From an optimization exercise on the open Yosys and OpenROAD flow, aimed at small area, a short achievable clock period and few clock cycles per item; shortcuts taken in it are not production practice.
RTL that was checked went through simulation tests only; none was proved equivalent to the original.

==> flow/design.v <==
module e203_muldiv (
  input         clk,
  input         rst_n,
  input         i_valid,
  output        i_ready,
  input  [2:0]  i_op,
  input  [31:0] i_rs1,
  input  [31:0] i_rs2,
  output        o_valid,
  input         o_ready,
  output [31:0] o_wdat
);
  function [5:0] bitlen;
    input [31:0] v;
    integer i;
    begin
      bitlen = 0;
      for (i = 0; i < 32; i = i + 1)
        if (v[i]) bitlen = i + 1;
    end
  endfunction
  function [2:0] bsel;
    input [2:0] b;
    begin
      bsel[2] = b[0] ^ b[1];
      bsel[1] = (b[2] & ~b[1] & ~b[0]) | (~b[2] & b[1] & b[0]);
      bsel[0] = b[2];
    end
  endfunction
  reg busy, done;
  wire start = i_valid & ~busy;
  assign o_valid = done;
  assign i_ready = done & o_ready;
  wire fin = done & o_ready;
  reg        isdiv, rop, qneg, anr, bz, dsub;
  reg [3:0]  osl, osh;     
  reg        dnorm, dfix;     
  reg [5:0]  cnt;
  reg [34:0] mc;           
  reg [33:0] pl;
  reg [33:0] acc;          
  reg [2:0]  s0, s1;       
  reg        p0, p1;       
  wire op_div = i_op[2];
  wire [32:0] xin = {(i_op[1:0] != 2'd3) & i_rs1[31], i_rs1};
  wire [32:0] yin = {(i_op[1] == 1'b0) & i_rs2[31], i_rs2};
  wire fx0 = (xin[32:8] == {25{xin[32]}}), fy0 = (yin[32:8] == {25{yin[32]}});
  wire fx1 = (xin[32:12] == {21{xin[32]}}), fy1 = (yin[32:12] == {21{yin[32]}});
  wire fx2 = (xin[32:16] == {17{xin[32]}}), fy2 = (yin[32:16] == {17{yin[32]}});
  wire swap = (fx0 & ~fy0) | (fx1 & ~fy1) | (fx2 & ~fy2);
  wire f0 = fx0 | fy0, f1 = fx1 | fy1, f2 = fx2 | fy2;
  wire [3:0] ohm = {~f2, f2 & ~f1, f1 & ~f0, f0};
  wire [32:0] mpl = swap ? xin : yin;
  wire [32:0] mcd = swap ? yin : xin;
  wire [33:0] tx = {34{xin[0]}} & {yin[32], yin};
  wire [33:0] ty = {34{yin[0]}} & {xin[32], xin};
  wire [33:0] t0 = swap ? tx : ty;
  wire [7:0] bx0 = {bsel({xin[2:1], 1'b0}), bsel(xin[4:2]), xin[2], xin[4]};
  wire [7:0] by0 = {bsel({yin[2:1], 1'b0}), bsel(yin[4:2]), yin[2], yin[4]};
  wire [7:0] bs0 = swap ? bx0 : by0;
  wire a_neg = ~i_op[0] & i_rs1[31];
  wire b_neg = ~i_op[0] & i_rs2[31];
  wire [31:0] ax = i_rs1 ^ {32{a_neg}};
  wire [31:0] bx = i_rs2 ^ {32{b_neg}};
  wire [5:0] ma_c = bitlen(ax);
  wire [5:0] mb_c = bitlen(bx);
  wire bzero = (i_rs2 == 32'd0);
  function [31:0] pfor;
    input [31:0] v;
    integer i;
    begin
      pfor[31] = v[31];
      for (i = 30; i >= 0; i = i - 1) pfor[i] = pfor[i + 1] | v[i];
    end
  endfunction
  wire [31:0] ta0 = pfor(ax), tb0 = pfor(bx);
  wire [32:0] ta = a_neg ? {ta0, 1'b1} : {1'b0, ta0};
  wire [32:0] tb = {1'b0, tb0};
  wire dskip = bzero | (|(tb & ~ta));
  wire [5:0] qs = pl[5:0] + {5'd0, anr} - pl[11:6];
  function [37:0] pp;
    input [2:0] s;
    input [34:0] x;
    reg [37:0] xe;
    begin
      xe = {{3{x[34]}}, x};
      pp = (({38{s[2]}} & xe) | ({38{s[1]}} & {xe[36:0], 1'b0})) ^ {38{s[0]}};
    end
  endfunction
  wire [37:0] ra = {{4{acc[33]}}, acc};
  wire [37:0] rb = pp(s0, mc);
  wire [37:0] rc = {pp(s1, mc), {2{s1[0]}}};    
  wire [37:0] sx = ra ^ rb ^ rc;
  wire [37:0] cx1 = {(ra[36:0] & rb[36:0]) | (ra[36:0] & rc[36:0]) | (rb[36:0] & rc[36:0]), p0};
  wire [37:0] sum = sx + cx1 + {37'd0, p1};
  wire acc_ok = (sum[37] == anr);       
  always @(posedge clk or negedge rst_n) begin
    if (!rst_n) begin
      busy <= 1'b0;
      done <= 1'b0;
    end else if (fin) begin
      busy <= 1'b0;
      done <= 1'b0;
    end else if (start) begin
      busy <= 1'b1;
      done <= op_div & dskip;
    end else if (busy & ~done) begin
      done <= isdiv ? (dfix ? 1'b1 : dnorm ? 1'b0 : (cnt == 6'd1) & ~(rop ? anr : qneg))
                    : (cnt == 6'd1);
    end
  end
  wire [4:0] mnext = pl[8:4];
  always @(posedge clk) begin
    if (start) begin
      isdiv <= op_div;
      rop <= i_op[1];
      bz <= bzero;
      qneg <= (a_neg ^ b_neg) & ~dskip;
      osl <= (i_op[1:0] == 2'd0) ? ohm : 4'b0000;
      osh <= (i_op[1:0] != 2'd0) ? ohm : 4'b0000;
      anr <= a_neg;
      dsub <= ~(a_neg ^ b_neg);
      if (op_div) begin
        dnorm <= ~dskip;
        dfix <= 1'b0;
        acc <= {{2{a_neg}}, i_rs1};
        mc <= {{3{b_neg}}, i_rs2};
        pl <= {22'd0, {mb_c, ma_c} & {12{~dskip}}};    
        s0 <= {2'b00, a_neg};
        s1 <= 3'b000;
        p0 <= 1'b0;
        p1 <= 1'b0;
      end else begin
        dnorm <= 1'b0;
        dfix <= 1'b0;
        cnt <= {2'b00, ohm[3], ohm[2], ohm[1] | ohm[0], ohm[1]};    
        acc <= {t0[33], t0[33:1]};
        mc <= {{2{mcd[32]}}, mcd};
        pl <= {t0[0], mpl[32:1], 1'b0};
        {s0, s1, p0, p1} <= bs0;
      end
    end else if (busy & ~done) begin
      if (isdiv) begin
        if (dnorm) begin
          dnorm <= 1'b0;
          cnt <= qs + 6'd1;
          mc <= mc << qs;
          pl <= 34'd0;
          acc <= sum[33:0];
          s0 <= {2'b10, dsub};
          p0 <= dsub;
          p1 <= 1'b0;
        end else if (dfix) begin
          acc <= sum[33:0];
        end else begin
          cnt <= cnt - 6'd1;
          mc <= {mc[34], mc[34:1]};
          if (cnt == 6'd1 & ~rop & qneg) acc <= 34'd0;
          else if (acc_ok) acc <= sum[33:0];
          pl <= {pl[32:0], acc_ok};
          if (cnt == 6'd1) begin
            dfix <= rop ? anr : qneg;
            mc <= {2'b00, pl[31:0], acc_ok};
            s0 <= rop ? 3'b000 : 3'b101;
            p0 <= ~rop;
            p1 <= rop;
          end
        end
      end else begin
        cnt <= cnt - 6'd1;
        acc <= sum[37:4];
        pl <= {sum[3:0], pl[33:4]};
        s0 <= bsel(mnext[2:0]);
        s1 <= bsel(mnext[4:2]);
        p0 <= mnext[2];
        p1 <= mnext[4];
      end
    end
  end
  wire [63:0] p0w = {{21{acc[33]}}, acc, pl[33:25]};
  wire [63:0] p1w = {{17{acc[33]}}, acc, pl[33:21]};
  wire [63:0] p2w = {{13{acc[33]}}, acc, pl[33:17]};
  wire [63:0] p3w = {acc[30:0], pl[33:1]};
  wire [31:0] mres = ({32{osl[0]}} & p0w[31:0]) | ({32{osl[1]}} & p1w[31:0])
                   | ({32{osl[2]}} & p2w[31:0]) | ({32{osl[3]}} & p3w[31:0])
                   | ({32{osh[0]}} & p0w[63:32]) | ({32{osh[1]}} & p1w[63:32])
                   | ({32{osh[2]}} & p2w[63:32]) | ({32{osh[3]}} & p3w[63:32]);
  wire [31:0] dres = (rop | qneg) ? acc[31:0] : (bz ? 32'hFFFFFFFF : pl[31:0]);
  assign o_wdat = isdiv ? dres : mres;
endmodule
clock: 11.0 ns
lec_check: 0
abc_area: 1
cap_margin: 20
core_margin: 2
core_utilization: 45
cts_buf_list: sky130_fd_sc_hd__clkbuf_8 sky130_fd_sc_hd__clkbuf_16
slew_margin: 20
standard.sh (not shown) runs the stock make flow with config.mk's settings and CLKGATE_MAP_FILE= SYNTH_SCRIPT=/design/flow/synth_recipe.tcl, a recipe that flattens the netlist after the stock synthesis.
==> flow/flow/run.sh <==
#!/bin/bash
# The standard layout (the standard.sh, unchanged synthesis) with three
# changes to how it is made:
#  - ports are buffered with a plain buffer (not a delay cell),
#  - the resizer may change a cell's drive strength even when that changes
#    the cell's width (MATCH_CELL_FOOTPRINT 0),
#  - timing repair aims for more setup slack than the design's clock needs.
set -euo pipefail
MARGIN=$(cat flow/margin.txt)
bash standard.sh SETUP_SLACK_MARGIN=$MARGIN MATCH_CELL_FOOTPRINT=0 \
  "BUFFER_PORTS_ARGS=-buffer_cell sky130_fd_sc_hd__buf_2" finish > run_make.log 2>&1
==> flow/flow/margin.txt <==
6.0
Testbench counts at the start, summed over its fixed seeds: cycles 160,453, ops 24,000.
Then changed:
--- a/flow/design.v
+++ b/flow/design.v
@@ -32,8 +32,9 @@
   assign o_valid = done;
   assign i_ready = done & o_ready;
   wire fin = done & o_ready;
-  reg        isdiv, rop, qneg, anr, bz, dsub;
+  reg        isdiv, rop, qneg, anr, dsub;
   reg [3:0]  osl, osh;     
+  reg        sda, sdq, sd1;   
   reg        dnorm, dfix;     
   reg [5:0]  cnt;
   reg [34:0] mc;           
@@ -44,9 +45,21 @@
   wire op_div = i_op[2];
   wire [32:0] xin = {(i_op[1:0] != 2'd3) & i_rs1[31], i_rs1};
   wire [32:0] yin = {(i_op[1] == 1'b0) & i_rs2[31], i_rs2};
-  wire fx0 = (xin[32:8] == {25{xin[32]}}), fy0 = (yin[32:8] == {25{yin[32]}});
-  wire fx1 = (xin[32:12] == {21{xin[32]}}), fy1 = (yin[32:12] == {21{yin[32]}});
-  wire fx2 = (xin[32:16] == {17{xin[32]}}), fy2 = (yin[32:16] == {17{yin[32]}});
+  wire xsg = (i_op[1:0] != 2'd3), ysg = (i_op[1] == 1'b0);
+  function [2:0] fits;
+    input [31:0] v;
+    input sg;
+    begin
+      fits[0] = sg ? (v[31:8] == {24{v[31]}}) : (v[31:8] == 24'd0);
+      fits[1] = sg ? (v[31:12] == {20{v[31]}}) : (v[31:12] == 20'd0);
+      fits[2] = sg ? (v[31:16] == {16{v[31]}}) : (v[31:16] == 16'd0);
+    end
+  endfunction
+  wire [2:0] fxs = fits(i_rs1, 1'b1), fxu = fits(i_rs1, 1'b0);
+  wire [2:0] fys = fits(i_rs2, 1'b1), fyu = fits(i_rs2, 1'b0);
+  wire [2:0] fxv = xsg ? fxs : fxu, fyv = ysg ? fys : fyu;
+  wire fx0 = fxv[0], fx1 = fxv[1], fx2 = fxv[2];
+  wire fy0 = fyv[0], fy1 = fyv[1], fy2 = fyv[2];
   wire swap = (fx0 & ~fy0) | (fx1 & ~fy1) | (fx2 & ~fy2);
   wire f0 = fx0 | fy0, f1 = fx1 | fy1, f2 = fx2 | fy2;
   wire [3:0] ohm = {~f2, f2 & ~f1, f1 & ~f0, f0};
@@ -114,10 +127,12 @@
     if (start) begin
       isdiv <= op_div;
       rop <= i_op[1];
-      bz <= bzero;
       qneg <= (a_neg ^ b_neg) & ~dskip;
-      osl <= (i_op[1:0] == 2'd0) ? ohm : 4'b0000;
-      osh <= (i_op[1:0] != 2'd0) ? ohm : 4'b0000;
+      osl <= (i_op == 3'd0) ? ohm : 4'b0000;
+      osh <= (~i_op[2] & (i_op[1:0] != 2'd0)) ? ohm : 4'b0000;
+      sda <= op_div & (i_op[1] | ((a_neg ^ b_neg) & ~dskip));
+      sdq <= op_div & ~i_op[1] & ~bzero & ~((a_neg ^ b_neg) & ~dskip);
+      sd1 <= op_div & ~i_op[1] & bzero;
       anr <= a_neg;
       dsub <= ~(a_neg ^ b_neg);
       if (op_div) begin
@@ -185,6 +200,5 @@
                    | ({32{osl[2]}} & p2w[31:0]) | ({32{osl[3]}} & p3w[31:0])
                    | ({32{osh[0]}} & p0w[63:32]) | ({32{osh[1]}} & p1w[63:32])
                    | ({32{osh[2]}} & p2w[63:32]) | ({32{osh[3]}} & p3w[63:32]);
-  wire [31:0] dres = (rop | qneg) ? acc[31:0] : (bz ? 32'hFFFFFFFF : pl[31:0]);
-  assign o_wdat = isdiv ? dres : mres;
+  assign o_wdat = mres | ({32{sda}} & acc[31:0]) | ({32{sdq}} & pl[31:0]) | {32{sd1}};
 endmodule
Result: Count of clock-buffer cells in the layout is unchanged. Worst setup slack is worse by 0.070 ns. Cell count grows by 1.4%. Cell area grows by 4.9%. Global-route usage grows by 2.0 points. Via count grows by 1.6%.
No functional check of the RTL was part of the second run of this note.

## static timing again, ports no longer ideal
The flow's constraints put no driver on any port. The routed layouts listed below were extracted and timed again, unchanged, in two steps. Step 1 sets driving cells, clkbuf_16 on the clock port and buf_2 on the other inputs (assumed; they add their load-dependent delay and slew). Step 2 times the ports against the registers' clock, not the clock port: input delays grow and output delays shrink by t, the midpoint of the rising clock arrivals with the driver on. Three values: ideal, step 1, step 2; two values: the first two.
| run | t (ns) | setup slack, ns | worst register clock-pin slew, ns |
|---|---|---|---|
| the first run | 0.504 | 5.948 / 5.894 / 5.528 | 0.07 / 0.07 |
| the second run | 0.504 | 5.878 / 5.878 / 5.484 | 0.07 / 0.07 |
After both steps setup and hold are still met in every run listed. The setup slack of the first run, which loses most, moves by -0.054 ns with the drivers and by -0.420 ns with both steps.
